Context: an optimization exercise on an open-source flow, tuned for small area and a short achievable clock period. The choices shown serve that exercise and are no tape-out recipe. Only simulation tests tie the RTL to the original design; equivalence was not proved.

## north
==> flow/design.v <==
module ALU_Div_Row #(
    parameter W = 2
) (
    input  [W-1:0] X_In,
    input  [W-1:0] B_In,         
    input          Cin,          
    input          Sel_Carry,
    input          Sel_Force,
    output         Carry_Out,
    output [W-1:0] X_Out
);
localparam N = W + 1;               
localparam L = (N <= 2) ? 1 : (N <= 4) ? 2 : (N <= 8) ? 3 : (N <= 16) ? 4 : (N <= 32) ? 5 : 6;
wire [N-1:0] G [0:L];
wire [N-1:0] P [0:L];
assign G[0] = {X_In & B_In, Cin};
assign P[0] = {X_In ^ B_In, 1'b0};
genvar l, i;
generate
    for (l = 0; l < L; l = l + 1) begin : lvl
        for (i = 0; i < N; i = i + 1) begin : bit_
            if ((i >> l) & 1) begin : op
                assign G[l+1][i] = G[l][i] | (P[l][i] & G[l][((i >> l) << l) - 1]);
                assign P[l+1][i] = P[l][i] & P[l][((i >> l) << l) - 1];
            end else begin : pass
                assign G[l+1][i] = G[l][i];
                assign P[l+1][i] = P[l][i];
            end
        end
    end
endgenerate
wire [W-1:0] Sum = P[0][N-1:1] ^ G[L][N-2:0];
wire         Sel = (G[L][N-1] & Sel_Carry) | Sel_Force;
assign Carry_Out = G[L][N-1];
assign X_Out     = Sel ? Sum : X_In;
endmodule
module ALU_32_Bit_Top (
    input         Clock_In,
    input         Enable_In,
    input  [3:0]  ALU_Operation_Select_In,
    input  [31:0] Data_A_In,
    input  [31:0] Data_B_In,
    output [31:0] Result_Out,
    output        Carry_Out
);
localparam ARRAY_SPLIT = 17;
wire        S1_Div = (ALU_Operation_Select_In[3:1] == 3'b011);      
wire [32:0] S1_B   = {S1_Div, Data_B_In ^ {32{S1_Div}}};
wire [33*32-1:0] S1_X;
wire [31:0]      S1_Q;
genvar j;
generate
    for (j = 0; j < ARRAY_SPLIT; j = j + 1) begin : s1_row
        wire High_Zero;
        if (j >= 30) begin : top
            assign High_Zero = 1'b1;
        end else begin : low
            assign High_Zero = ~|Data_B_In[31:j+2];
        end
        wire [j+1:0] Row_In;
        if (j == 0) begin : first
            assign Row_In = {1'b0, Data_A_In[31] & S1_Div};
        end else begin : next
            assign Row_In = {S1_X[33*(j-1) +: j+1], Data_A_In[31-j] & S1_Div};
        end
        wire       Carry;
        wire [j+1:0] Row_Out;
        ALU_Div_Row #(.W(j+2)) row (
            .X_In      (Row_In),
            .B_In      (S1_B[j+1:0]),
            .Cin       (S1_Div),
            .Sel_Carry (S1_Div & High_Zero),
            .Sel_Force (~S1_Div & Data_A_In[31-j]),
            .Carry_Out (Carry),
            .X_Out     (Row_Out)
        );
        assign S1_Q[31-j] = Carry & High_Zero;
        assign S1_X[33*j +: 33] = {{(31-j){1'b0}}, Row_Out};
    end
endgenerate
reg        En_Reg;
reg [3:0]  Op_Reg;
reg [31:0] A_Reg;
reg        Div_Reg;
reg [31:0] B_Reg;             
reg [ARRAY_SPLIT-1:0] Q_High_Reg;
reg [ARRAY_SPLIT:0]   X_Reg;
always @ (posedge Clock_In)
    begin
        En_Reg     <= Enable_In;
        Op_Reg     <= ALU_Operation_Select_In;
        A_Reg      <= Data_A_In;
        Div_Reg    <= S1_Div;
        B_Reg      <= S1_B[31:0];
        Q_High_Reg <= S1_Q[31:32-ARRAY_SPLIT];
        X_Reg      <= S1_X[33*(ARRAY_SPLIT-1) +: ARRAY_SPLIT+1];
    end
wire        S2_Div = Div_Reg;
wire [32:0] S2_B   = {S2_Div, B_Reg};
wire [31:0] B_Val  = B_Reg;           
wire [33*32-1:0] S2_X;
wire [31:0]      S2_Q;
assign S2_X[33*(ARRAY_SPLIT-1) +: 33] = {{(32-ARRAY_SPLIT){1'b0}}, X_Reg};
generate
    for (j = ARRAY_SPLIT; j < 32; j = j + 1) begin : s2_row
        wire High_Zero;
        if (j >= 30) begin : top
            assign High_Zero = 1'b1;
        end else begin : low
            assign High_Zero = &B_Reg[31:j+2];    
        end
        wire [j+1:0] Row_In = {S2_X[33*(j-1) +: j+1], A_Reg[31-j] & S2_Div};
        wire       Carry;
        wire [j+1:0] Row_Out;
        ALU_Div_Row #(.W(j+2)) row (
            .X_In      (Row_In),
            .B_In      (S2_B[j+1:0]),
            .Cin       (S2_Div),
            .Sel_Carry (S2_Div & High_Zero),
            .Sel_Force (~S2_Div & A_Reg[31-j]),
            .Carry_Out (Carry),
            .X_Out     (Row_Out)
        );
        assign S2_Q[31-j] = Carry & High_Zero;
        assign S2_X[33*j +: 33] = {{(31-j){1'b0}}, Row_Out};
    end
endgenerate
wire [31:0] Quotient  = {Q_High_Reg, S2_Q[31-ARRAY_SPLIT:0]};
wire [32:0] Array_Out = S2_X[33*31 +: 33];    
reg [31:0] Add_X, Add_Y;
reg        Add_Cin, Add_Inv;
always @ (*)
    begin
        case (Op_Reg[2:0])
            3'd0    : begin Add_X = A_Reg;  Add_Y = 32'b0;     Add_Cin = 1'b1; Add_Inv = 1'b0; end  
            3'd1    : begin Add_X = A_Reg;  Add_Y = ~32'b0;    Add_Cin = 1'b0; Add_Inv = 1'b1; end  
            3'd2    : begin Add_X = A_Reg;  Add_Y = B_Val;     Add_Cin = 1'b0; Add_Inv = 1'b0; end  
            3'd3    : begin Add_X = A_Reg;  Add_Y = ~B_Val;    Add_Cin = 1'b1; Add_Inv = 1'b1; end  
            default : begin Add_X = ~A_Reg; Add_Y = B_Val;     Add_Cin = 1'b1; Add_Inv = 1'b1; end  
        endcase
    end
wire [32:0] Add_Sum = {1'b0, Add_X} + {1'b0, Add_Y} + {32'b0, Add_Cin};
reg [3:0] Logic_Table;
always @ (*)
    begin
        if (!En_Reg)
            Logic_Table = 4'b0000;               
        else
        case (Op_Reg[2:0])
            3'd0    : Logic_Table = 4'b1000;     
            3'd1    : Logic_Table = 4'b1110;     
            3'd2    : Logic_Table = 4'b0011;     
            3'd3    : Logic_Table = 4'b0101;     
            3'd4    : Logic_Table = 4'b0111;     
            3'd5    : Logic_Table = 4'b0001;     
            3'd6    : Logic_Table = 4'b0110;     
            default : Logic_Table = 4'b1001;     
        endcase
    end
wire [31:0] Logic_Result;
genvar k;
generate
    for (k = 0; k < 32; k = k + 1) begin : logic_bit
        assign Logic_Result[k] = Logic_Table[{A_Reg[k], B_Reg[k]}];
    end
endgenerate
reg [32:0] ALU_Results;
always @ (*)
    begin
        if (Op_Reg[3] || !En_Reg)
            ALU_Results = {En_Reg && (Op_Reg[2:0] != 3'd0) && (Op_Reg[2:0] != 3'd1) && (Op_Reg[2:0] != 3'd6), Logic_Result};
        else
            case (Op_Reg[2:0])
                3'd5    : ALU_Results = Array_Out;
                3'd6    : ALU_Results = {1'b0, Quotient};
                3'd7    : ALU_Results = {1'b0, Array_Out[31:0]};
                default : ALU_Results = {Add_Sum[32] ^ Add_Inv, Add_Sum[31:0]};
            endcase
    end
assign Result_Out = ALU_Results[31:0];
assign Carry_Out  = ALU_Results[32];
endmodule
clock: 110.0 ns
lec_check: 0
abc_area: 1
cap_margin: 20
core_margin: 2
core_utilization: 40
slew_margin: 20
standard.sh (not shown) runs the stock make flow with config.mk's settings and CLKGATE_MAP_FILE= SYNTH_SCRIPT=/design/flow/synth_recipe.tcl, a recipe that flattens the netlist after the stock synthesis.
==> flow/flow/run.sh <==
#!/bin/bash
# The standard layout, with timing repair (after CTS and after global
# routing) asked to reach extra setup slack beyond what the clock period
# requires, so that the achieved period shrinks. Gate cloning is left out of
# that repair (clones can overload the gate driving them after the last
# design repair), and clock buffers are placed along long clock wires so the
# flip-flop clock pins see a low slew. The synthesis is the standard one,
# unchanged.
set -euo pipefail
MARGIN=50
bash standard.sh synth > synth.log 2>&1
bash standard.sh SETUP_SLACK_MARGIN=$MARGIN SKIP_GATE_CLONING=1 CTS_BUF_DISTANCE=60 finish > layout.log 2>&1
For middle, these inputs were changed with respect to north:
diff --git a/flow/design.v b/flow/design.v
--- a/flow/design.v
+++ b/flow/design.v
@@ -143,9 +143,6 @@
 reg [3:0] Logic_Table;
 always @ (*)
     begin
-        if (!En_Reg)
-            Logic_Table = 4'b0000;               
-        else
         case (Op_Reg[2:0])
             3'd0    : Logic_Table = 4'b1000;     
             3'd1    : Logic_Table = 4'b1110;     
@@ -167,8 +164,8 @@
 reg [32:0] ALU_Results;
 always @ (*)
     begin
-        if (Op_Reg[3] || !En_Reg)
-            ALU_Results = {En_Reg && (Op_Reg[2:0] != 3'd0) && (Op_Reg[2:0] != 3'd1) && (Op_Reg[2:0] != 3'd6), Logic_Result};
+        if (Op_Reg[3])
+            ALU_Results = {(Op_Reg[2:0] != 3'd0) && (Op_Reg[2:0] != 3'd1) && (Op_Reg[2:0] != 3'd6), Logic_Result};
         else
             case (Op_Reg[2:0])
                 3'd5    : ALU_Results = Array_Out;
@@ -177,6 +174,6 @@
                 default : ALU_Results = {Add_Sum[32] ^ Add_Inv, Add_Sum[31:0]};
             endcase
     end
-assign Result_Out = ALU_Results[31:0];
-assign Carry_Out  = ALU_Results[32];
+assign Result_Out = En_Reg ? ALU_Results[31:0] : 32'b0;
+assign Carry_Out  = En_Reg & ALU_Results[32];
 endmodule
## What came out
middle vs north: synthesized cell count up in middle. Higher first-pass GRT wire length goes to middle over north. middle vs. north: count of TritonRoute iterations in the first routing pass saw an increase, pre-CTS setup slack saw a decrease, post-layout instance area saw an increase, worst slew slack as a fraction of its limit saw a decrease.

## afterwards: timing with drivers on the ports
No port has a modelled driver above. Below, the same layouts with a new extraction and two added sets of constraints. Step 1 (the two cells are an assumption about what drives the block):
set clk [get_ports {Clock_In}]
set_driving_cell -lib_cell sky130_fd_sc_hd__clkbuf_16 $clk
set_driving_cell -lib_cell sky130_fd_sc_hd__buf_2 [delete_from_list [all_inputs] $clk]
Step 2 moves the port delays by t, midway between the first and last clock arrival at a register: inputs arrive t later, outputs are due t later. That takes back most of the time a late clock gives input paths. a / b / c = no drivers / after step 1 / after step 2; a / b = the first two.
| run | t, ns | setup WS [ns] | hold slack, ns | worst setup path at the end | latest minus earliest clock arrival (ns) |
|---|---|---|---|---|---|
| north | 0.633 | 52.415 / 52.355 / 52.346 | 21.764 / 21.723 / 22.356 | input to register | 0.057 / 0.057 |
| middle | 0.622 | 52.425 / 52.366 / 52.220 | 21.705 / 21.670 / 22.292 | input to register | 0.049 / 0.048 |
After both steps every run listed still meets setup and hold. The setup slack of middle, which loses most, moves by -0.059 ns with the drivers and by -0.205 ns with both steps.
